This is an optimization exercise on Yosys and OpenROAD, whose aim is small area, not a production implementation. Function was checked by simulation only, so behaviour that the tests miss may differ from the original. Power is estimated from default activity; no workload was simulated.

== build 13 ==
// owl_ctrl
module owl_ctrl
#(
  parameter   CNT_WIDTH     = 12      
)
(
  input   wire          rst         ,
  input   wire          clk         ,
  input   wire          clk_sel     ,
  input   wire          owl_di_w    ,
  output  wire          owl_do_w    ,
  output  wire          owl_oe_w    ,
  input   wire          sfr_ready   ,
  input   wire  [7:0]   sfr_rdata   ,
  output  reg   [7:0]   sfr_wdata   ,
  output  reg   [5:0]   sfr_addrs   ,
  output  reg           sfr_rctrl   ,
  output  reg           sfr_wctrl
);
clock: 10.0 ns
lec_check: 0
abc_area: 1
cap_margin: 20
core_margin: 2
core_utilization: 60
slew_margin: 20
run.sh (not shown) runs the stock make flow with config.mk's settings and CLKGATE_MAP_FILE= SYNTH_SCRIPT=/design/flow/synth_recipe.tcl, a recipe that flattens the netlist after the stock synthesis.
[inputs] build 80 vs build 13
# build 13
export LEC_CHECK = 0
export ABC_AREA = 1
export CAP_MARGIN = 20
export CORE_MARGIN = 2
export CORE_UTILIZATION = 60
export SLEW_MARGIN = 20
create_clock -name core_clock -period 10.0 [get_ports {clk}]
# build 80
export LEC_CHECK = 0
export CAP_MARGIN = 20
export CORE_MARGIN = 2
export CORE_UTILIZATION = 40
export SLEW_MARGIN = 20
create_clock -name core_clock -period 10.0 [get_ports {clk}]
--- outcome ---
Power after layout | build 80 above build 13. Sort build 80 and build 13 by utilization asc -> top: build 80. Relative to build 13, final wirelength has gone down in build 80. Final area, build 80 and build 13: smaller value in build 80. Post-detailed-route wirelength per cell: build 80 vs build 13 up 3.7%.
Relative to build 80, the following input files were edited for build 97:
# build 80
export LEC_CHECK = 0
export CAP_MARGIN = 20
export CORE_MARGIN = 2
export CORE_UTILIZATION = 40
export SLEW_MARGIN = 20
create_clock -name core_clock -period 10.0 [get_ports {clk}]
# build 97
export LEC_CHECK = 0
export ABC_AREA = 1
export CAP_MARGIN = 20
export CORE_MARGIN = 2
export CORE_UTILIZATION = 60
export CTS_CLUSTER_DIAMETER = 150
export CTS_CLUSTER_SIZE = 40
export PLACE_DENSITY = 0.7
export SLEW_MARGIN = 20
create_clock -name core_clock -period 10.0 [get_ports {clk}]
[summary]
Build 97 ends up with lower mean post-synth cell area than build 80 does. Relative to build 80, build 97 improves post-layout minimum cycle time. Comparing part of the total power dissipated in the clock network for build 97 and build 80, the smaller number came from build 80. From build 80 to build 97 the numbers moved as follows: number of nets produced by synthesis increased 324; mean number of vias per cell climbed about 3%; design internal power moved down; inserted tap cell count went down. NOTE: count of clock-buffer cells in the layout in build 97 falls short of that of build 80.

* * *

owl_ctrl, a different RTL version from the one above (not shown whole).
Size in the first run: about 31 I/O pins, roughly 0.0070 mm2 of cells after synthesis.
Settings: LEC_CHECK=0, CAP_MARGIN=20, CORE_MARGIN=2, CORE_UTILIZATION=80, SLEW_MARGIN=20; clock period 10.0 ns.
standard.sh (not shown) runs the stock make flow with config.mk's settings and CLKGATE_MAP_FILE= SYNTH_SCRIPT=/design/flow/synth_recipe.tcl, a recipe that flattens the netlist after the stock synthesis.
==> flow/flow/run.sh <==
#!/bin/bash
# Own flow: the standard synthesis, then an area re-map of the combinational
# logic (flip-flops untouched), then the standard layout from floorplan on.
set -euo pipefail
HERE=$(pwd)
RES=$HERE/orfs/results/$FLOW_PLATFORM/owl_ctrl/base
LIB=$FLOW_HOME/platforms/sky130hd/lib/sky130_fd_sc_hd__tt_025C_1v80.lib

bash standard.sh synth > $HERE/log_1_standard_synth.log 2>&1
cp $RES/1_2_yosys.v $HERE/std_1_2_yosys.v

# several ABC runs with different seeds; keep the smallest result
for seed in 1 2 3 4; do
  printf 'strash\n&get -n\n&deepsyn -T 60 -S %s\n&put\ndch -f\namap\ntopo\n' $seed > $HERE/area_$seed.abc
  REMAP_LIB=$LIB REMAP_NET=$HERE/std_1_2_yosys.v REMAP_OUT=$HERE/remap_$seed.v \
  REMAP_DONTUSE=$HERE/flow/dontuse.txt REMAP_ABC=$HERE/area_$seed.abc REMAP_STAT=$HERE/remap_stat_$seed.txt \
    yosys -c $HERE/flow/remap.tcl > $HERE/log_2_remap_$seed.log 2>&1 &
done
wait
best=""; best_area=""
for seed in 1 2 3 4; do
  a=$(grep "Chip area for top module" $HERE/remap_stat_$seed.txt | awk '{print $NF}')
  if [[ -n "$a" ]] && { [[ -z "$best" ]] || awk -v x=$a -v y=$best_area 'BEGIN{exit !(x<y)}'; }; then best=$seed; best_area=$a; fi
done
echo "best seed $best area $best_area" > $HERE/remap_choice.txt
cp $HERE/remap_$best.v $HERE/remap.v

# prove the re-mapped netlist equals the standard one before using it: flip-flops are cut
# (same instances in both), the logic between them must be equal
python3 $HERE/flow/cutff.py $HERE/std_1_2_yosys.v $HERE/cec_gold.v
python3 $HERE/flow/cutff.py $HERE/remap.v $HERE/cec_gate.v
yosys -p "read_liberty -ignore_miss_func $LIB; read_verilog $HERE/cec_gold.v; rename $FLOW_TOP gold; \
  read_verilog $HERE/cec_gate.v; rename $FLOW_TOP gate; proc; flatten gold gate; opt_clean; \
  miter -equiv -flatten -make_assert gold gate miter; hierarchy -top miter; \
  sat -verify -prove-asserts miter" > $HERE/log_3_equiv.log 2>&1
test $(grep -c "sky130_fd_sc_hd__[a-z]*df\|sky130_fd_sc_hd__[a-z]*dl" $HERE/std_1_2_yosys.v) -eq \
     $(grep -c "sky130_fd_sc_hd__[a-z]*df\|sky130_fd_sc_hd__[a-z]*dl" $HERE/remap.v)

# smaller port buffers than the default pick (every port still gets one), and a clock tree
# without dummy balancing loads
export BUFFER_PORTS_ARGS="-buffer_cell sky130_fd_sc_hd__buf_1"
export CTS_ARGS="-sink_clustering_enable -repair_clock_nets -dont_use_dummy_load -buf_list sky130_fd_sc_hd__clkbuf_4 -sink_clustering_size 10 -sink_clustering_max_diameter 60"

cp $HERE/remap.v $RES/1_2_yosys.v
rm -f $RES/1_synth.odb
bash standard.sh > $HERE/log_4_standard_layout.log 2>&1
test -f out/final.def
Other scripts of this flow, unchanged in this note and not shown: flow/flow/cutff.py, flow/flow/dontuse.txt, flow/flow/remap.tcl
Then changed:
- CORE_UTILIZATION: 80 -> 70
Cell area is higher by 0.31%.
Core utilization went down by 9.8 points.
Wire length is higher by 1.4%.
Total power hardly moves.
Fmax barely changes.

* * *

Setup of job 9414:
owl_ctrl with an RTL version that a note above also has.
Size in the first run: roughly 980 cells after synthesis, about 31 I/O pins, ~7600 sq um of cells after synthesis.
==> flow/config.mk <==
export PLATFORM = sky130hd
export DESIGN_NAME = owl_ctrl
export DESIGN_NICKNAME = owl_ctrl
export VERILOG_FILES = /design/flow/design.v
export SDC_FILE = /design/flow/constraint.sdc
export NUM_CORES = 4
export LEC_CHECK = 0
export CAP_MARGIN = 20
export CORE_MARGIN = 2
export CORE_UTILIZATION = 60
export SLEW_MARGIN = 20
==> flow/constraint.sdc <==
create_clock -name core_clock -period 10.0 [get_ports {clk}]
set_input_delay 2.0000 -clock core_clock [delete_from_list [all_inputs] [get_ports {clk}]]
set_output_delay 2.0000 -clock core_clock [all_outputs]
set_load 0.01 [all_outputs]
==> flow/flow/run.sh <==
#!/bin/bash
# Own flow: the standard synthesis, then an area re-map of the combinational
# logic (flip-flops untouched), then the standard layout from floorplan on.
set -euo pipefail
HERE=$(pwd)
RES=$HERE/orfs/results/$FLOW_PLATFORM/owl_ctrl/base
LIB=$FLOW_HOME/platforms/sky130hd/lib/sky130_fd_sc_hd__tt_025C_1v80.lib

bash standard.sh synth > $HERE/log_1_standard_synth.log 2>&1
cp $RES/1_2_yosys.v $HERE/std_1_2_yosys.v

REMAP_LIB=$LIB REMAP_NET=$HERE/std_1_2_yosys.v REMAP_OUT=$HERE/remap.v \
REMAP_DONTUSE=$HERE/flow/dontuse.txt REMAP_ABC=$HERE/flow/area.abc REMAP_STAT=$HERE/remap_stat.txt \
  yosys -c $HERE/flow/remap.tcl > $HERE/log_2_remap.log 2>&1

# prove the re-mapped netlist equals the standard one before using it
yosys -p "read_liberty -ignore_miss_func $LIB; read_verilog $HERE/std_1_2_yosys.v; rename $FLOW_TOP gold; \
  read_verilog $HERE/remap.v; rename $FLOW_TOP gate; flatten gold gate; async2sync; \
  rename -hide gold/w:_* gate/w:_*; opt_clean -purge; \
  equiv_make gold gate eq; hierarchy -top eq; equiv_simple; equiv_induct; equiv_status -assert" > $HERE/log_3_equiv.log 2>&1

cp $HERE/remap.v $RES/1_2_yosys.v
rm -f $RES/1_synth.odb
bash standard.sh > $HERE/log_4_standard_layout.log 2>&1
test -f out/final.def
Other scripts of this flow, unchanged in this note and not shown: flow/flow/area.abc, flow/flow/dontuse.txt, flow/flow/remap.tcl
[inputs] job 2227 vs job 9414
Settings: swapping 60 for 75 in CORE_UTILIZATION.
==> results.txt <==
There was hardly any difference in number of nets at the end of the flow between job 2227 and job 9414.
For average detailed-routed wire length per instance, dividing the value from job 9414 by the value from job 2227 gives 0.816.
Job 2227 reports a lower area inside the core boundary than job 9414 does.
Going from job 9414 to job 2227, power drawn by the clock network fell by about 13%; clock latency at the later pin of the worst-skew pair rose by 0.13 ns; clock power share fell by 3.6 points.

* * *

Another version of the RTL of owl_ctrl (not shown whole).
Size in the first run: roughly 870 cells after synthesis, roughly 31 I/O pins, roughly 7100 um2 of cells after synthesis.
==> flow/config.mk <==
export PLATFORM = sky130hd
export DESIGN_NAME = owl_ctrl
export DESIGN_NICKNAME = owl_ctrl
export VERILOG_FILES = /design/flow/design.v
export SDC_FILE = /design/flow/constraint.sdc
export NUM_CORES = 4
export LEC_CHECK = 0
export CAP_MARGIN = 20
export CORE_MARGIN = 2
export CORE_UTILIZATION = 70
export SLEW_MARGIN = 20
==> flow/constraint.sdc <==
create_clock -name core_clock -period 10.0 [get_ports {clk}]
set_input_delay 2.0000 -clock core_clock [delete_from_list [all_inputs] [get_ports {clk}]]
set_output_delay 2.0000 -clock core_clock [all_outputs]
set_load 0.01 [all_outputs]
==> flow/flow/run.sh <==
#!/bin/bash
# Own flow: the standard synthesis, then an area re-map of the combinational
# logic (flip-flops untouched), then the standard layout from floorplan on.
set -euo pipefail
HERE=$(pwd)
RES=$HERE/orfs/results/$FLOW_PLATFORM/owl_ctrl/base
LIB=$FLOW_HOME/platforms/sky130hd/lib/sky130_fd_sc_hd__tt_025C_1v80.lib

bash standard.sh synth > $HERE/log_1_standard_synth.log 2>&1
cp $RES/1_2_yosys.v $HERE/std_1_2_yosys.v

REMAP_LIB=$LIB REMAP_NET=$HERE/std_1_2_yosys.v REMAP_OUT=$HERE/remap.v \
REMAP_DONTUSE=$HERE/flow/dontuse.txt REMAP_ABC=$HERE/flow/area.abc REMAP_STAT=$HERE/remap_stat.txt \
  yosys -c $HERE/flow/remap.tcl > $HERE/log_2_remap.log 2>&1

# prove the re-mapped netlist equals the standard one before using it: flip-flops are cut
# (same instances in both), the logic between them must be equal
python3 $HERE/flow/cutff.py $HERE/std_1_2_yosys.v $HERE/cec_gold.v
python3 $HERE/flow/cutff.py $HERE/remap.v $HERE/cec_gate.v
yosys -p "read_liberty -ignore_miss_func $LIB; read_verilog $HERE/cec_gold.v; rename $FLOW_TOP gold; \
  read_verilog $HERE/cec_gate.v; rename $FLOW_TOP gate; proc; flatten gold gate; opt_clean; \
  miter -equiv -flatten -make_assert gold gate miter; hierarchy -top miter; \
  sat -verify -prove-asserts miter" > $HERE/log_3_equiv.log 2>&1
test $(grep -c "sky130_fd_sc_hd__[a-z]*df\|sky130_fd_sc_hd__[a-z]*dl" $HERE/std_1_2_yosys.v) -eq \
     $(grep -c "sky130_fd_sc_hd__[a-z]*df\|sky130_fd_sc_hd__[a-z]*dl" $HERE/remap.v)

# smaller port buffers than the default pick (every port still gets one), and a clock tree
# without dummy balancing loads
export BUFFER_PORTS_ARGS="-buffer_cell sky130_fd_sc_hd__buf_1"
export CTS_ARGS="-sink_clustering_enable -repair_clock_nets -dont_use_dummy_load -buf_list sky130_fd_sc_hd__clkbuf_4 -sink_clustering_size 10 -sink_clustering_max_diameter 60"

cp $HERE/remap.v $RES/1_2_yosys.v
rm -f $RES/1_synth.odb
bash standard.sh > $HERE/log_4_standard_layout.log 2>&1
test -f out/final.def
Other scripts of this flow, unchanged in this note and not shown: flow/flow/area.abc, flow/flow/cutff.py, flow/flow/dontuse.txt, flow/flow/remap.tcl
Next try:
--- a/flow/flow/run.sh
+++ b/flow/flow/run.sh
@@ -27,5 +26,0 @@
-# smaller port buffers than the default pick (every port still gets one), and a clock tree
-# without dummy balancing loads
-export BUFFER_PORTS_ARGS="-buffer_cell sky130_fd_sc_hd__buf_1"
-export CTS_ARGS="-sink_clustering_enable -repair_clock_nets -dont_use_dummy_load -buf_list sky130_fd_sc_hd__clkbuf_4 -sink_clustering_size 10 -sink_clustering_max_diameter 60"
-
- CORE_UTILIZATION: 70 -> 60
Outcome: The new run went through all stages and came out clean. Wire length rose by about 3%. Power came out higher by about 44%. Count of clock-buffer cells in the layout went up by 3. Flip-flop and latch count does not change. Clock skew went down by 0.018 ns. Utilization falls by 5.6 points. Area after synthesis stays the same. First-iteration DRC count falls by 14%. Worst setup slack gains 0.0077 ns. Cell area climbs by 8.7%. Maximum frequency hardly moves.
Next try:
- CORE_UTILIZATION: 60 -> 70
- CTS_BUF_LIST: unset -> sky130_fd_sc_hd__clkbuf_4
- CTS_CLUSTER_DIAMETER: unset -> 80
- CTS_CLUSTER_SIZE: unset -> 30
After rerunning:
- The new run completed with no timing, DRC or antenna violations
- final area drops by 3.2%
- final cell count drops by about 1%
- non-clock buffer count drops by 1
- worst setup slack got worse by 0.083 ns
- wire length climbs by 0.98%
- register-to-register slack got worse by 0.08 ns

## static timing again, ports no longer ideal
In the flow no input, the clock included, has a driving cell. The finished layouts below were timed again as built, in two steps.
Step 1, drivers: a clkbuf_16 drives clk and a buf_2 each remaining input, both assumed.
Step 2, shift: input delay + t, output delay - t, t = (earliest + latest rising clock arrival at the registers) / 2. This alone moves slack from input paths to output paths.
a / b / c = ideal / step 1 / step 2; a / b = the first two.
run | t (ns) | slack for setup (ns) | cell pins on the clock port's net
build 13 | 0.473 | 4.225 / 4.225 / 4.225 | 1
build 80 | 0.468 | 3.761 / 3.761 / 3.532 | 1
build 97 | 0.473 | 4.225 / 4.225 / 4.225 | 1
the first run of note 2 | 0.551 | 1.450 / 1.450 / 1.450 | 1
the second run of note 2 | 0.533 | 1.460 / 1.460 / 1.460 | 1
job 9414 | 0.472 | 1.966 / 1.966 / 1.966 | 1
job 2227 | 0.588 | 1.688 / 1.688 / 1.688 | 1
the first run of note 4 | 0.581 | 1.397 / 1.397 / 1.397 | 1
the second run of note 4 | 0.472 | 1.405 / 1.405 / 1.405 | 1
the third run of note 4 | 0.592 | 1.322 / 1.322 / 1.322 | 1
After both steps every run listed still meets setup and hold. For build 80, which loses most, drivers alone change the setup slack by 0.000 ns; drivers and shift together by -0.229 ns.
